Context: an optimization exercise on an open-source flow, tuned for small area. The choices shown serve that exercise and are no tape-out recipe. In this exercise RTL edits were held to simulation tests only and were not proved equivalent to the original. Power is estimated from default activity; no workload was simulated.

[design.v]
module vga_sync (
	input clk, reset,
	output [9:0] x, y,
	output hsync, vsync, video_on
	);
	reg [10:0] nw;
	reg [9:0] nv;
	wire [10:0] w = ~nw;
	wire [9:0] v = ~nv;
	wire wend = (w == 11'd1599);
	always @(posedge clk)
		if (!reset) begin
			nw <= ~11'd1;
			nv <= ~10'd0;
		end else begin
			nw <= ~(wend ? 11'd0 : w + 11'd1);
			if (wend) nv <= ~((v == 10'd524) ? 10'd0 : v + 10'd1);
		end
	assign x = w[10:1];
	assign y = v;
	assign hsync = (w >= 11'd1313) & (w <= 11'd1504);
	assign vsync = (w == 11'd0) ? ((v == 10'd514) | (v == 10'd515)) : ((v == 10'd513) | (v == 10'd514));
	assign video_on = (x < 10'd640) & (y < 10'd480);
endmodule
module render (
	input clk, reset,
	input [9:0] x, y, xs,
	input [8:0] ys, p1, p2,
	input video_on,
	input [1:0] gs,
	output reg hit,
	output [11:0] rgb
	);
	function [9:0] sub10(input [9:0] a, input [9:0] b);
		integer i;
		reg bw;
		begin
			bw = 1'b0;
			for (i = 0; i < 10; i = i + 1) begin
				sub10[i] = a[i] ^ b[i] ^ bw;
				bw = (~a[i] & b[i]) | (~(a[i] ^ b[i]) & bw);
			end
		end
	endfunction
	wire neg = (xs[9:3] == 7'h7f);    
	wire [9:0] bx = sub10(x, xs);
	wire [9:0] by = sub10(y, {1'b0, ys});
	wire ball_on = ~neg & (bx <= 10'd16) & (by <= 10'd16);
	wire s = x[9] & x[8] & ~x[4];
	wire [8:0] pr = (s ? (xs[9] & ~xs[8]) : x[9]) ? p2 : p1;
	wire [9:0] q = sub10(s ? {1'b0, ys} : y, {1'b0, pr});
	wire hitc = (pr >= 9'd20) & ((q <= 10'd51) | (q >= 10'd997));
	always @(posedge clk)
		if (!reset) hit <= 1'b0;
		else if (s) hit <= (((xs < 10'd30) | neg) | ((xs > 10'd594) & ~neg)) & hitc;
	wire pv = (q < 10'd40);
	wire pad1_on = (x >= 10'd20) & (x <= 10'd40) & pv;
	wire pad2_on = (x >= 10'd600) & (x <= 10'd620) & pv;
	reg c, b;
	always @(posedge clk)
		if (!reset) begin
			c <= 1'b0; b <= 1'b0;
		end else case (gs)
			2'b01: begin
				c <= pad1_on | (~pad2_on & ball_on);
				b <= ~pad1_on & (pad2_on | ball_on);
			end
			2'b10: begin c <= 1'b1; b <= 1'b0; end
			2'b11: begin c <= 1'b0; b <= 1'b1; end
			default: begin c <= 1'b0; b <= 1'b0; end
		endcase
	wire rc = video_on & c, rb = video_on & b, rw = rc & b;
	assign rgb = {rb, rb, rw, rw, rc, rc, rc, rc, rb, rb, rw, rw};
endmodule
module clock_divider (
	input clk, reset,
	output step
	);
	reg [11:0] dv;
	assign step = ((dv & 12'h3ff) == 12'h22e);     
	wire dwrap = ((dv & 12'hedf) == 12'h618);      
	wire r = ~reset | dwrap;
	always @(posedge clk) begin
		dv[11:1] <= ~({11{r}} | dv[10:0]);
		dv[0] <= ~r & (dv[10] ^ dv[11]);
	end
endmodule
module ball (
	input clk, reset, step,
	input [1:0] gs,
	input hit,    
	output [9:0] xs,
	output [8:0] ys,
	output reg [2:0] s1, s2
	);
	function [9:0] ud10(input [9:0] a, input en, input dn);
		integer i;
		reg t;
		begin
			t = en;
			for (i = 0; i < 10; i = i + 1) begin
				ud10[i] = a[i] ^ t;
				t = t & (a[i] ^ dn);
			end
		end
	endfunction
	function [2:0] inc3(input [2:0] a, input en);
		inc3 = {a[2] ^ (en & a[1] & a[0]), a[1] ^ (en & a[0]), a[0] ^ en};
	endfunction
	reg [9:0] nxs;
	reg [8:0] nys;
	assign xs = ~nxs;
	assign ys = ~nys;
	reg dx, dy;    
	wire en = step & (gs == 2'b01);
	wire outr = (xs == 10'd624);
	wire outl = (xs == 10'd1016);
	wire out = outr | outl;
	wire dxn = dx ^ hit ^ out;
	wire dyn = dy ^ (ys == 9'd1) ^ (ys == 9'd463) ^ out;
	wire ld = ~reset | (en & out);
	wire [9:0] xsn = ud10(xs, en, ~dxn);
	wire [9:0] ysn = ud10({1'b0, ys}, en, dyn);
	always @(posedge clk) begin
		dx <= ~reset | (en ? dxn : dx);
		dy <= ~reset | (en ? dyn : dy);
		nxs <= ~(ld ? 10'd312 : xsn);
		nys <= ~(ld ? 9'd232 : ysn[8:0]);
		s1 <= reset ? inc3(s1, en & outr) : 3'd0;
		s2 <= reset ? inc3(s2, en & outl) : 3'd0;
	end
endmodule
module paddle (
	input clk, reset, step,
	input button, button1, button2, button3,
	output [8:0] p1, p2
	);
	reg [8:0] np1, np2;
	assign p1 = ~np1;
	assign p2 = ~np2;
	function [8:0] ud9(input [8:0] a, input en, input dn);
		integer i;
		reg t;
		begin
			t = en;
			for (i = 0; i < 9; i = i + 1) begin
				ud9[i] = a[i] ^ t;
				t = t & (a[i] ^ dn);
			end
		end
	endfunction
	wire up1 = ~button & (p1 != 9'd0), dn1 = ~button1 & (p1 != 9'd440);
	wire up2 = ~button2 & (p2 != 9'd0), dn2 = ~button3 & (p2 != 9'd440);
	always @(posedge clk)
		if (!reset) begin
			np1 <= ~9'd220;
			np2 <= ~9'd220;
		end else begin
			np1 <= ~ud9(p1, step & (up1 | dn1), up1);
			np2 <= ~ud9(p2, step & (up2 | dn2), up2);
		end
endmodule
module game_state (
	input clk, reset,
	input [2:0] s1, s2,
	output reg [1:0] gs
	);
	always @(posedge clk)
		if (!reset) gs <= 2'b00;
		else if (s1 == 3'd5) gs <= 2'b10;
		else if (s2 == 3'd5) gs <= 2'b11;
		else gs <= 2'b01;
endmodule
module seven_seg (
	input reset,
	input [2:0] s1, s2,
	output [6:0] seg1, seg2
	);
	function [6:0] sdec(input [2:0] s);
		case (s)
			3'd0: sdec = 7'b1000000;
			3'd1: sdec = 7'b1111001;
			3'd2: sdec = 7'b0100100;
			3'd3: sdec = 7'b0110000;
			3'd4: sdec = 7'b0011001;
			3'd5: sdec = 7'b0010010;
			default: sdec = 7'bxxxxxxx;
		endcase
	endfunction
	assign seg1 = reset ? sdec(s2) : 7'b1111111;
	assign seg2 = reset ? sdec(s1) : 7'b1111111;
endmodule
module Timer (
	input clk, reset,
	output [6:0] seg_left, seg_right
	);
	reg [15:0] tc;
	wire tick = ((tc & 16'h7fff) == 16'h7a1a);    
	wire r = ~reset | tick;
	always @(posedge clk) begin
		tc[15:1] <= ~({15{r}} | tc[14:0]);
		tc[0] <= ~r & (tc[12] ^ tc[15]);
	end
	reg [2:0] tt;
	reg [4:0] ju;
	wire [2:0] tt_n = tt + 3'd1;
	wire u9 = ju[4] & ~ju[3];
	always @(posedge clk)
		if (tick) begin
			if (tt[2] & tt[1]) begin    
				tt <= tt_n; ju <= {4'd0, ~reset & ~tt[0]};
			end else begin
				if (u9) tt <= tt_n;
				ju <= {ju[3:0], ~ju[4]};
			end
		end else if (!reset) begin
			tt <= 3'd0; ju <= 5'd0;
		end
	wire [9:0] d;
	assign d[0] = ~ju[4] & ~ju[0];
	assign d[1] = ju[0] & ~ju[1];
	assign d[2] = ju[1] & ~ju[2];
	assign d[3] = ju[2] & ~ju[3];
	assign d[4] = ju[3] & ~ju[4];
	assign d[5] = ju[4] & ju[0];
	assign d[6] = ju[1] & ~ju[0];
	assign d[7] = ju[2] & ~ju[1];
	assign d[8] = ju[3] & ~ju[2];
	assign d[9] = ju[4] & ~ju[3];
	wire blank = ((tt == 3'd0) & (ju == 5'd0)) | ((tt == 3'd7) & ju[0]);
	wire [6:0] sr = {d[0] | d[1] | d[7],
			d[1] | d[2] | d[3] | d[7],
			d[1] | d[3] | d[4] | d[5] | d[7] | d[9],
			d[1] | d[4] | d[7] | d[9],
			d[2],
			d[5] | d[6],
			d[1] | d[4]};
	wire [6:0] sl = {tt == 3'd0 | tt == 3'd1,
			tt == 3'd1 | tt == 3'd2 | tt == 3'd3,
			tt == 3'd1 | tt == 3'd3 | tt == 3'd4 | tt == 3'd5,
			tt == 3'd1 | tt == 3'd4,
			tt == 3'd2,
			tt == 3'd5 | tt[2] & tt[1],
			tt == 3'd1 | tt == 3'd4};
	assign seg_left = blank ? 7'b1111111 : sl;
	assign seg_right = blank ? 7'b1111111 : sr;
endmodule
module top (
	input clk, reset, button, button1, button2, button3,
	output [11:0] rgb,
	output hsync, vsync,
	output [6:0] seg1, seg2,
	output [6:0] seg_left, seg_right
	);
	wire [9:0] x, y, xs;
	wire [8:0] ys, p1, p2;
	wire [2:0] s1, s2;
	wire [1:0] gs;
	wire video_on, step, hit;
	vga_sync v1 (.clk(clk), .reset(reset), .x(x), .y(y), .hsync(hsync), .vsync(vsync), .video_on(video_on));
	clock_divider c1 (.clk(clk), .reset(reset), .step(step));
	paddle pd (.clk(clk), .reset(reset), .step(step), .button(button), .button1(button1),
		.button2(button2), .button3(button3), .p1(p1), .p2(p2));
	ball b1 (.clk(clk), .reset(reset), .step(step), .gs(gs), .hit(hit), .xs(xs), .ys(ys), .s1(s1), .s2(s2));
	game_state g1 (.clk(clk), .reset(reset), .s1(s1), .s2(s2), .gs(gs));
	render r1 (.clk(clk), .reset(reset), .x(x), .y(y), .video_on(video_on), .xs(xs), .ys(ys),
		.p1(p1), .p2(p2), .gs(gs), .hit(hit), .rgb(rgb));
	seven_seg ss (.reset(reset), .s1(s1), .s2(s2), .seg1(seg1), .seg2(seg2));
	Timer t1 (.clk(clk), .reset(reset), .seg_left(seg_left), .seg_right(seg_right));
endmodule
[flow/run.sh]
#!/bin/bash
# Own layout flow: the standard ORFS flow (standard.sh, all steps), with
#  - no separate full/half-adder extraction (ADDER_MAP_FILE empty): ABC maps all logic,
#  - an area-oriented ABC mapping script (abc.script) in place of ORFS's speed script,
#  - the smallest buffer for the port buffers ORFS puts on every input and output,
#  - a clock tree of clkbuf_8 cells without dummy loads.
# Everything else (synthesis script, floorplan, power grid, taps, CTS, routing) is ORFS's.
set -euo pipefail
W=$(pwd)
rm -rf "$W/scripts"
cp -r "$FLOW_HOME/scripts" "$W/scripts"
cp "$W/flow/abc.script" "$W/scripts/abc_speed.script"
cp "$W/flow/abc.script" "$W/scripts/abc_area.script"
bash "$W/standard.sh" "SCRIPTS_DIR=$W/scripts" "ADDER_MAP_FILE=" \
	"BUFFER_PORTS_ARGS=-buffer_cell sky130_fd_sc_hd__buf_1" \
	"CTS_ARGS=-sink_clustering_enable -repair_clock_nets -dont_use_dummy_load -buf_list sky130_fd_sc_hd__clkbuf_8 -sink_clustering_size 20 -sink_clustering_max_diameter 80" \
	finish > "$W/flow_make.log" 2>&1
[flow/abc.script]
strash
&get -n
&deepsyn -J 20
&put
dch
amap
topo
[standard.sh]
#!/bin/bash
# synth_recipe.tcl (not shown) runs the flow's synth.tcl, then flattens the netlist and writes it again
# the make line also repeats each setting of config.mk as NAME=value (left out here)
make -C /OpenROAD-flow-scripts/flow DESIGN_CONFIG=/design/flow/config.mk WORK_HOME=/design/flow/orfs CLKGATE_MAP_FILE= SYNTH_SCRIPT=/design/flow/synth_recipe.tcl "${@:-finish}"
[config.mk]
export PLATFORM = sky130hd
export DESIGN_NAME = top
export DESIGN_NICKNAME = top
export VERILOG_FILES = /design/flow/design.v
export SDC_FILE = /design/flow/constraint.sdc
export NUM_CORES = 4
export LEC_CHECK = 0
export CAP_MARGIN = 20
export CORE_MARGIN = 2
export CORE_UTILIZATION = 65
export PLACE_DENSITY = 0.75
export SLEW_MARGIN = 20
[constraint.sdc]
create_clock -name core_clock -period 10.0 [get_ports {clk}]
set_input_delay 2.0000 -clock core_clock [delete_from_list [all_inputs] [get_ports {clk}]]
set_output_delay 2.0000 -clock core_clock [all_outputs]
set_load 0.01 [all_outputs]
==> results of run 1 <==
cells in the mapped netlist, types with 5 or more instances:
library cell and instances:
a211o_1 8, a211oi_1 12, a21oi_1 46, a221oi_1 8
a22oi_1 8, a31oi_1 6, buf_4 15, clkinv_1 114
dfxtp_1 99, edfxtp_1 8, nand2_1 56, nand3_1 11
nand4_1 7, nor2_1 163, nor2b_1 5, nor3_1 18
nor4_1 7, o2111ai_1 5, o211ai_1 9, o21a_1 11
o21ai_0 65, o221ai_1 18, o22ai_1 22, or3_1 6
power by group:
part	total [mW]	switching (mW)	internal, mW
clock	0.213	0.132	0.0813
sequential	0.449	0.00726	0.442
combinational	0.0386	0.0254	0.0133
total	0.700	0.164	0.536
kinds of logic (layout without fill, tap and decap cells):
group                  Yosys count  count (layout)  share of synthesized area
flip-flops                     107             107                      0.396
AND/OR/NAND/NOR                289             289                      0.223
buffers and inverters          129             175                     0.0964
AO/OA/AOI/OAI                  243             243                      0.284
state kept, by name, summed over array words and instances, names as in the netlist, 5 cells and up:
register,cells
pd.np1,9
b1.nys,9
c1.dv,12
b1.nxs,10
v1.nv,10
t1.tc,16
t1.ju,5
v1.nw,11
pd.np2,9
worst max path at each step:
stage	from	endpoint	cells after the start
2_1_floorplan	v1.nw[5]	r1.c	29
3_3_place_gp	v1.nw[5]	r1.c	30
3_5_place_dp	v1.nw[5]	r1.c	30
4_1_cts	v1.nw[5]	r1.c	30
5_1_grt	v1.nw[5]	r1.c	30
6_report	v1.nw[5]	r1.c	30
metal layers:
layer  vias to the layer above  share of wire  global-route usage
met5                         -              0                   0
met1                      2610           0.45               0.381
met3                        25          0.072              0.0520
met2                       207           0.45               0.482
li1                       2826              -                   -
met4                         0          0.018              0.0813
through the flow:
| step | std cells | area [sq um] |
|---|---|---|
| 3_3_place_gp | 910 | 5840 |
| 6_report | 919 | 5960 |
| 4_1_cts | 919 | 5960 |
| 3_5_place_dp | 910 | 5840 |
| 2_1_floorplan | 768 | 5610 |
| 5_1_grt | 919 | 5960 |
worst max-delay path, delay by kind of cell, from the launching register on:
kind / cells / cell delay [ns]
flip-flops: 1 / 0.41
buffers and inverters: 5 / 1.26
AND/OR/NAND/NOR: 13 / 2.14
AO/OA/AOI/OAI: 12 / 3.00
layout make-up:
cell class | instances | area, sq um | area share
Multi-Input combinational cell | 532 | 2840 | 0.477
Clock buffer | 9 | 124 | 0.0208
Tap cell | 105 | 131 | 0.0220
Timing Repair Buffer | 52 | 214 | 0.0359
Sequential cell | 107 | 2220 | 0.373
Inverter | 114 | 428 | 0.0718
==> run summary, run 1 <==
Slew headroom=0.272; Yosys top cell by area=dfxtp_1; root buf cell=clkbuf_8; num rows=33; Num CTS Buffers=9; Synth area leaders=dfxtp_1 35%, nor2_1 11%, clkinv_1 7.6%; status=complete, no violations; Worst-Margin Slew=1.08 ns; Worst R2R End=r1.c; CP Launch Type=flip-flop; Total Power=700 uW; max cap viols=0; WP data required=10.24 ns; Die W=96.9 microns; Worst Path Arrival=7.17 ns; hold_sp=t1.tc[4]; Synth Cell Area=5610 sq um; final count of pins violating max slew=0; Initial DRC Count=390; Routed Antenna Nets=0; Syn-to-layout area delta=6.36%; Crit Path Category=reg -> reg; clk slew on worst S/H paths=0.10 ns; HP Class=reg -> reg; Yosys warning count=8; number of synthesized flops with an enable pin=8; Max IR drop VDD=0.105 mV; Reg2Reg Depth=30; clock latency on the worst-skew pair=0.37 ns; largest net degree at the start of global routing=30; die height=96.9 microns; Main synth FF type=dfxtp_1; Seq/Total Area, Yosys=0.396; DRC Markers=0; syn_area_per_cell=7.30 sq um; crit-path max FO=13; Final #Nets=822; die area=9380 sq um; vias in the first global route=5,058; fin crit period=6.93 ns; I/O pin count=48; Sum Neg Setup Slack=0 ns; gp weighted congestion=0.948; post-CTS sizing=0; final worst path period share=0.693; slowest cell delay on critical path=0.92 ns; WL final=13,600 microns; CTS hold repair buffers=0; Setup violations, final=0; router iterations before antenna repair=5; clk buf depth=2; Post-CTS Setup Inserts=0; most common cell after layout, fill and taps aside=nor2_1; fin worst setup slack=3.07 ns; Hold Path Sink=t1.tc[5]; Post-Synthesis Net Count=774; fillers=699; Layout Utilization=0.718; layout cells sized above 1=0.0172; core area=8300 sq um; leakage power=2.01 nW; Clock Sinks=107; post-synth top area share=0.354; RSZ-0062 raised after global routing=false; hold_ws=0.391 ns; highest clock rate=144 MHz; initial antenna violation count=0; H-tree levels=3; Worst Skew=0.0285 ns; Synth Instances=768; most frequent cells in the layout=163 x nor2_1, 114 x clkinv_1, 99 x dfxtp_1; Via Count=5,668; worst-path cell with the longest stage delay=o21ai_0; Initial Util=0.675; total track usage=0.288; CTS tree=yes; grt total ovfl=0; Crit. End Element=flip-flop; global-route wire length before repair=22,700 microns; pre-CTS setup slack=3.24 ns; Reg2Reg Setup Slack=3.07 ns; Async SR Flop Fraction=0; synth unique cells=46; port buffer count=47; Detail Placement HPWL=10,500 microns; vias per cell=6.17; WL/cell=14.8 microns; number of diodes=0; number of synthesized register bits=107; final hold violation count=0; hold-critical path depth=1; PD cells=117 nW/um^2; worst flop-to-flop path startpoint=v1.nw[5]
==> run 2: changes to the inputs <==
--- a/design.v
+++ b/design.v
@@ -59,14 +59,7 @@
 	reg c, b;
-	always @(posedge clk)
-		if (!reset) begin
-			c <= 1'b0; b <= 1'b0;
-		end else case (gs)
-			2'b01: begin
-				c <= pad1_on | (~pad2_on & ball_on);
-				b <= ~pad1_on & (pad2_on | ball_on);
-			end
-			2'b10: begin c <= 1'b1; b <= 1'b0; end
-			2'b11: begin c <= 1'b0; b <= 1'b1; end
-			default: begin c <= 1'b0; b <= 1'b0; end
-		endcase
+	wire on = ~gs[1] & gs[0];
+	always @(posedge clk) begin
+		c <= reset & (on ? (pad1_on | (~pad2_on & ball_on)) : (gs[1] & ~gs[0]));
+		b <= reset & (on ? (~pad1_on & (pad2_on | ball_on)) : (gs[1] & gs[0]));
+	end
 	wire rc = video_on & c, rb = video_on & b, rw = rc & b;
@@ -167,7 +160,5 @@
 	);
-	always @(posedge clk)
-		if (!reset) gs <= 2'b00;
-		else if (s1 == 3'd5) gs <= 2'b10;
-		else if (s2 == 3'd5) gs <= 2'b11;
-		else gs <= 2'b01;
+	wire w1 = (s1 == 3'd5), w2 = (s2 == 3'd5);
+	always @(posedge clk)
+		gs <= reset ? {w1 | w2, ~w1} : 2'b00;
 endmodule
@@ -179,11 +170,9 @@
 	function [6:0] sdec(input [2:0] s);
-		case (s)
-			3'd0: sdec = 7'b1000000;
-			3'd1: sdec = 7'b1111001;
-			3'd2: sdec = 7'b0100100;
-			3'd3: sdec = 7'b0110000;
-			3'd4: sdec = 7'b0011001;
-			3'd5: sdec = 7'b0010010;
-			default: sdec = 7'bxxxxxxx;
-		endcase
+		sdec = {s == 3'd0 | s == 3'd1,
+			s == 3'd1 | s == 3'd2 | s == 3'd3,
+			s == 3'd1 | s == 3'd3 | s == 3'd4 | s == 3'd5,
+			s == 3'd1 | s == 3'd4,
+			s == 3'd2,
+			s == 3'd5,
+			s == 3'd1 | s == 3'd4};
 	endfunction
--- a/config.mk
+++ b/config.mk
@@ -7,3 +7,3 @@
 export LEC_CHECK = 0
-export CAP_MARGIN = 20
+export CAP_MARGIN = 5
 export CORE_MARGIN = 2
@@ -11,2 +11,2 @@
 export PLACE_DENSITY = 0.75
-export SLEW_MARGIN = 20
+export SLEW_MARGIN = 5
==> run summary, run 2 <==
cell mode on critical path=o21ai_0; Top Family by Delay on Critical Path=compound AO/OA/AOI/OAI gates; Gate power share=0.055 (about the same); Routed Antenna Nets=0 (unchanged); largest net degree at the start of global routing=25 (-17%); clock latency on the worst-skew pair=0.38 ns (about the same); Die W=96.3 microns (-0.56%); Initial Util=0.671 (-0.00450); Via Count=5,570 (-1.7%); max cap viols=0 (unchanged); CP Launch Type=flip-flop; Seq/Total Area, Yosys=0.401 (+0.00466); number of diodes=0 (unchanged); WP data required=10.29 ns (+0.05 ns); DRC Markers=0 (unchanged); status=complete, no violations; port buffer count=47 (unchanged); initial antenna violation count=0 (unchanged); Initial DRC Count=276 (-29%); gp weighted congestion=0.956 (+0.84%); number of synthesized flops with an enable pin=8 (unchanged); grt total ovfl=0 (unchanged); Reg2Reg Depth=31 (+3.3%); largest registers=t1.tc (16), c1.dv (12), v1.nw (11); Crit Path Category=reg -> reg; CTS tree=yes; Final #Nets=803 (-2.3%); Seq pwr share=0.642 (about the same); Yosys top cell by area=dfxtp_1; placed cell areas=5770 sq um (-1.2%); total track usage=0.303 (+0.0154); H-tree levels=3 (unchanged); leakage power=1.98 nW (-1.4%); router iterations before antenna repair=5 (unchanged); root buf cell=clkbuf_8; I/O pin count=48 (unchanged); Post-Synthesis Net Count=756 (-2.3%); count leader, synth=nor2_1; worst-path cell with the longest stage delay=o21ai_0; Sum Neg Setup Slack=0 ns (unchanged); Async SR Flop Fraction=0 (unchanged); synth cell count leaders=150 x nor2_1, 116 x clkinv_1, 99 x dfxtp_1; Max IR drop VDD=0.137 mV (+30%); Detail Placement HPWL=10,500 microns (-0.15%); switching part of the total=0.235 (+0.000524); Main synth FF type=dfxtp_1; final hold violation count=0 (unchanged); WL final=13,600 microns (+0.44%); Stages on worst setup path=31 (+3.3%); design area=5890 sq um (-1.2%); Worst Path Arrival=7.37 ns (+0.20 ns); vias in the first global route=4,810 (-4.9%); die height=96.3 microns (-0.56%); final worst path period share=0.708 (+0.0147); num rows=33 (unchanged); syn_area_per_cell=7.39 sq um (+1.2%); Total Power=700 uW (about the same); buffer and inverter count on the worst path=3 (-2); Clock Sinks=107 (unchanged); Syn-to-layout area delta=6.30% (about the same); Clock power frac=0.303 (about the same); Setup violations, final=0 (unchanged); HP Class=reg -> reg; Num CTS Buffers=9 (unchanged); global-route wire length before repair=21,900 microns (-3.7%); Synth Cell Area=5540 sq um (-1.2%); P_sw=164 uW (+0.13%); hold-critical path depth=1 (unchanged); CTS hold repair buffers=0 (unchanged); most common cell after layout, fill and taps aside=nor2_1; WL/cell=15.2 microns (+2.6%); PD cells=119 nW/um^2 (+1.1%); post-CTS sizing=0 (unchanged); number of flip-flops in the largest register=16 (unchanged); vias per cell=6.19 (+0.35%); crit-path max FO=14 (+1); core area=8260 sq um (-0.50%); final count of pins violating max slew=0 (unchanged); clk slew on worst S/H paths=0.12 ns (+0.02 ns); slowest cell delay on critical path=1.01 ns (+0.09 ns); RSZ-0062 raised after global routing=false; cell internal pwr=535 uW (-0.17%); Synth area leaders=dfxtp_1 36%, nor2_1 10%, clkinv_1 7.9%; highest clock rate=141 MHz (-2.1%); die area=9280 sq um (-1.1%); Post-CTS Setup Inserts=0 (unchanged); hold_ws=0.383 ns (-0.00822 ns); clk buf depth=2 (unchanged); Crit. End Element=flip-flop; Slew headroom=0.215 (-0.0564); synth unique cells=40 (-13%); number of synthesized register bits=107 (unchanged); Worst-Margin Slew=1.16 ns (+0.0837 ns); most frequent cells in the layout=150 x nor2_1, 116 x clkinv_1, 99 x dfxtp_1; Worst Skew=0.0408 ns (+0.0123 ns); post-synth top area share=0.358 (+0.00415); Yosys warning count=8 (unchanged); fin crit period=7.08 ns (+0.147 ns); Synth Instances=750 (-2.3%); Biggest register=t1.tc; layout cells sized above 1=0.0164 (-0.000847)
-- run 2: cell count changes in the layout (fill, tap and decap cells not counted), moves of 5 or more --
cell	change
a21oi_1	-9
nand3_1	-5
nor2_1	-13
nor3_1	+5
o21ai_0	-5
o221ai_1	+12
o22ai_1	+5
-- run 2: kinds of logic (layout without fill, tap and decap cells) --
logic type,Yosys count,count (layout),synth area share
AO/OA/AOI/OAI,242,242,0.291
buffers and inverters,131,176,0.0989
flip-flops,107,107,0.401
AND/OR/NAND/NOR,270,270,0.209
-- run 2: per-layer routing --
layer	up-vias	GRT usage	routed length, microns
met1	2494	0.384	6010
li1	2806	-	-
met4	0	0.130	641
met3	55	0.0532	855
met2	215	0.506	6130
met5	-	0	0
-- run 2: power by group through the flow --
stage               Clock [mW]  Combinational [mW]  Sequential, mW
detailed placement           0              0.0387           0.459
floorplan                    0              0.0257           0.457
CTS                      0.215              0.0388           0.449
global route             0.227              0.0435           0.451
global placement             0              0.0373           0.458
finish                   0.212              0.0387           0.449
-- run 2: final cells by class --
| type | instances | area (sq um) |
|---|---|---|
| multi-input combinational | 512 | 2770 |
| timing repair buffer | 51 | 206 |
| sequential | 107 | 2220 |
| tap | 105 | 131 |
| inverter | 116 | 435 |
| clock buffer | 9 | 124 |
| fill | 711 | 2370 |
-- run 2: worst paths after layout --
kind                  start        end  slack, ns
setup / recovery   v1.nw[5]       r1.c       2.92
hold / removal    t1.tc[11]  t1.tc[12]       0.38
setup reg to reg   v1.nw[5]       r1.c       2.92
hold reg to reg   t1.tc[11]  t1.tc[12]       0.38
-- run 2: through the flow --
step	worst slack, ns	cells	utilization
2_1_floorplan	4.24	750	-
3_3_place_gp	3.65	891	0.698
3_5_place_dp	3.09	891	0.698
4_1_cts	3.06	900	0.713
5_1_grt	2.10	900	0.713
6_report	2.92	900	0.713
==> run 3: changes to the inputs <==
--- a/config.mk
+++ b/config.mk
@@ -7,3 +7,3 @@
 export LEC_CHECK = 0
-export CAP_MARGIN = 5
+export CAP_MARGIN = 20
 export CORE_MARGIN = 2
@@ -11,2 +11,2 @@
 export PLACE_DENSITY = 0.75
-export SLEW_MARGIN = 5
+export SLEW_MARGIN = 20
==> run summary, run 3 <==
router iterations before antenna repair=5 (unchanged); CP Launch Type=flip-flop; hold-critical path depth=1 (unchanged); die height=96.3 microns (unchanged); Async SR Flop Fraction=0 (unchanged); Max IR drop VDD=0.135 mV (-0.97%); Worst Path Arrival=6.87 ns (-0.50 ns); Top Family by Delay on Critical Path=simple AND/OR/NAND/NOR gates; WL final=13,600 microns (-0.36%); PD cells=118 nW/um^2 (-0.34%); Crit Path Category=reg -> reg; Initial Util=0.671 (unchanged); initial antenna violation count=0 (unchanged); Reg2Reg Depth=32 (+3.2%); synth unique cells=40 (unchanged); core area=8260 sq um (unchanged); Layout Utilization=0.714 (about the same); layout cells sized above 1=0.0176 (+0.00124); count leader, synth=nor2_1; crit-path max FO=14 (unchanged); Gate power share=0.055 (about the same); die area=9280 sq um (unchanged); Die W=96.3 microns (unchanged); vias in the first global route=4,810 (unchanged); Final #Nets=804 (+0.12%); Routed Antenna Nets=0 (unchanged); P_sw=163 uW (-1.0%); Seq/Total Area, Yosys=0.401 (unchanged); Main synth FF type=dfxtp_1; Num CTS Buffers=9 (unchanged); buffer and inverter count on the worst path=4 (+1); Crit. End Element=flip-flop; DRC Markers=0 (unchanged); CTS hold repair buffers=0 (unchanged); Via Count=5,558 (-0.22%); number of synthesized register bits=107 (unchanged); CTS tree=yes; final count of pins violating max slew=0 (unchanged); Stages on worst setup path=32 (+3.2%); Yosys warning count=8 (unchanged); Synth Cell Area=5540 sq um (unchanged); gp weighted congestion=0.956 (unchanged); Worst-Margin Slew=0.854 ns (-0.310 ns); fin crit period=6.57 ns (-0.505 ns); num rows=33 (unchanged); global-route wire length before repair=21,900 microns (unchanged); H-tree levels=3 (unchanged); total track usage=0.303 (unchanged); max cap viols=0 (unchanged); grt total ovfl=0 (unchanged); root buf cell=clkbuf_8; most frequent cells in the layout=150 x nor2_1, 116 x clkinv_1, 99 x dfxtp_1; synth cell count leaders=150 x nor2_1, 116 x clkinv_1, 99 x dfxtp_1; syn_area_per_cell=7.39 sq um (unchanged); final worst path period share=0.657 (-0.0505); Synth Instances=750 (unchanged); Biggest register=t1.tc; status=complete, no violations; cell internal pwr=535 uW (about the same); Total Power=698 uW (-0.25%); clk buf depth=2 (unchanged); Clock power frac=0.301 (-0.002); post-CTS sizing=0 (unchanged); leakage power=1.98 nW (+0.18%); Clock Sinks=107 (unchanged); largest registers=t1.tc (16), c1.dv (12), v1.nw (11); Initial DRC Count=283 (+2.5%); port buffer count=47 (unchanged); I/O pin count=48 (unchanged); final hold violation count=0 (unchanged); Setup violations, final=0 (unchanged); vias per cell=6.17 (-0.33%); number of diodes=0 (unchanged); highest clock rate=152 MHz (+7.7%); Detail Placement HPWL=10,500 microns (unchanged); most common cell after layout, fill and taps aside=nor2_1; Synth area leaders=dfxtp_1 36%, nor2_1 10%, clkinv_1 7.9%; clock latency on the worst-skew pair=0.37 ns (about the same); post-synth top area share=0.358 (unchanged); Post-CTS Setup Inserts=0 (unchanged); Yosys top cell by area=dfxtp_1; Worst Skew=0.0382 ns (-0.00261 ns); worst-path cell with the longest stage delay=nor2_1; RSZ-0062 raised after global routing=false; HP Class=reg -> reg; Slew headroom=0.424 (+0.209); number of synthesized flops with an enable pin=8 (unchanged); slowest cell delay on critical path=0.64 ns (-0.37 ns); Post-Synthesis Net Count=756 (unchanged); Seq pwr share=0.643 (about the same); clk slew on worst S/H paths=0.12 ns (about the same); WL/cell=15.1 microns (-0.47%); switching part of the total=0.233 (-0.00187); WP data required=10.29 ns (about the same); number of flip-flops in the largest register=16 (unchanged); largest net degree at the start of global routing=25 (unchanged); Syn-to-layout area delta=6.39% (about the same); cell mode on critical path=o21ai_0; Sum Neg Setup Slack=0 ns (unchanged)
==> run 3: changes by cell type in the layout (fill, tap and decap cells not counted), sizes merged <==
cell | previous run | this run
clkbuf | 9 | 10
==> run 3: power groups by stage <==
stage	clock network, mW	logic, mW	registers [mW]
6_report	0.210	0.0386	0.449
4_1_cts	0.215	0.0388	0.449
5_1_grt	0.227	0.0435	0.451
3_5_place_dp	0	0.0387	0.459
2_1_floorplan	0	0.0257	0.457
3_3_place_gp	0	0.0373	0.458
==> run 3: final cells by class <==
type | count | area (sq um)
sequential | 107 | 2220
timing repair buffer | 52 | 211
clock buffer | 9 | 124
tap | 105 | 131
multi-input combinational | 512 | 2770
inverter | 116 | 435
fill | 711 | 2360
==> run 3: logic make-up after synthesis <==
kind of cell,after synthesis,share of synthesized area
flops,107,0.401
simple gates,270,0.209
buf+inv,131,0.0989
compound gates,242,0.291
==> run 3: path summary, 6_finish.rpt <==
kind,start,to,slack [ns]
worst min register to register,t1.tc[11],t1.tc[12],0.39
worst max register to register,v1.nw[5],r1.c,3.43
worst max-delay path,v1.nw[5],r1.c,3.43
worst min-delay path,t1.tc[11],t1.tc[12],0.39
==> run 3: through the flow <==
| step | hold WS (ns) | cells | worst slack [ns] | area, sq um |
|---|---|---|---|---|
| 2_1_floorplan | 0.383 | 750 | 4.24 | 5540 |
| 3_3_place_gp | 0.394 | 891 | 3.65 | 5770 |
| 3_5_place_dp | 0.400 | 891 | 3.09 | 5770 |
| 4_1_cts | 0.386 | 900 | 3.06 | 5890 |
| 5_1_grt | 0.419 | 901 | 2.66 | 5890 |
| 6_report | 0.387 | 901 | 3.43 | 5890 |
==> run 3: layer usage <==
layer / vias up / share of wire / GRT usage
li1: 2806 / - / -
met1: 2495 / 0.44 / 0.384
met2: 206 / 0.46 / 0.506
met3: 51 / 0.062 / 0.0532
met4: 0 / 0.046 / 0.130
met5: - / 0 / 0

## afterwards: timing with drivers on the ports
The results above use ideal ports. As a check the final layouts listed here were re-extracted and re-timed, cells and wires unchanged. Step 1: set_driving_cell puts a clkbuf_16 on clk and a buf_2 on each other input, an assumption about the parent block. Step 2 times the ports against the registers' clock, not the clock port: input delays grow and output delays shrink by t, the midpoint of the rising clock arrivals with the driver on. Three values: ideal, step 1, step 2; two values: the first two.
run | t (ns) | setup slack, ns | pins driven straight from the clock port
run 1 | 0.390 | 3.068 / 3.068 / 3.068 | 1
run 2 | 0.391 | 2.920 / 2.920 / 2.920 | 1
run 3 | 0.389 | 3.425 / 3.425 / 3.425 | 1
After both steps setup and hold are still met in every run listed.
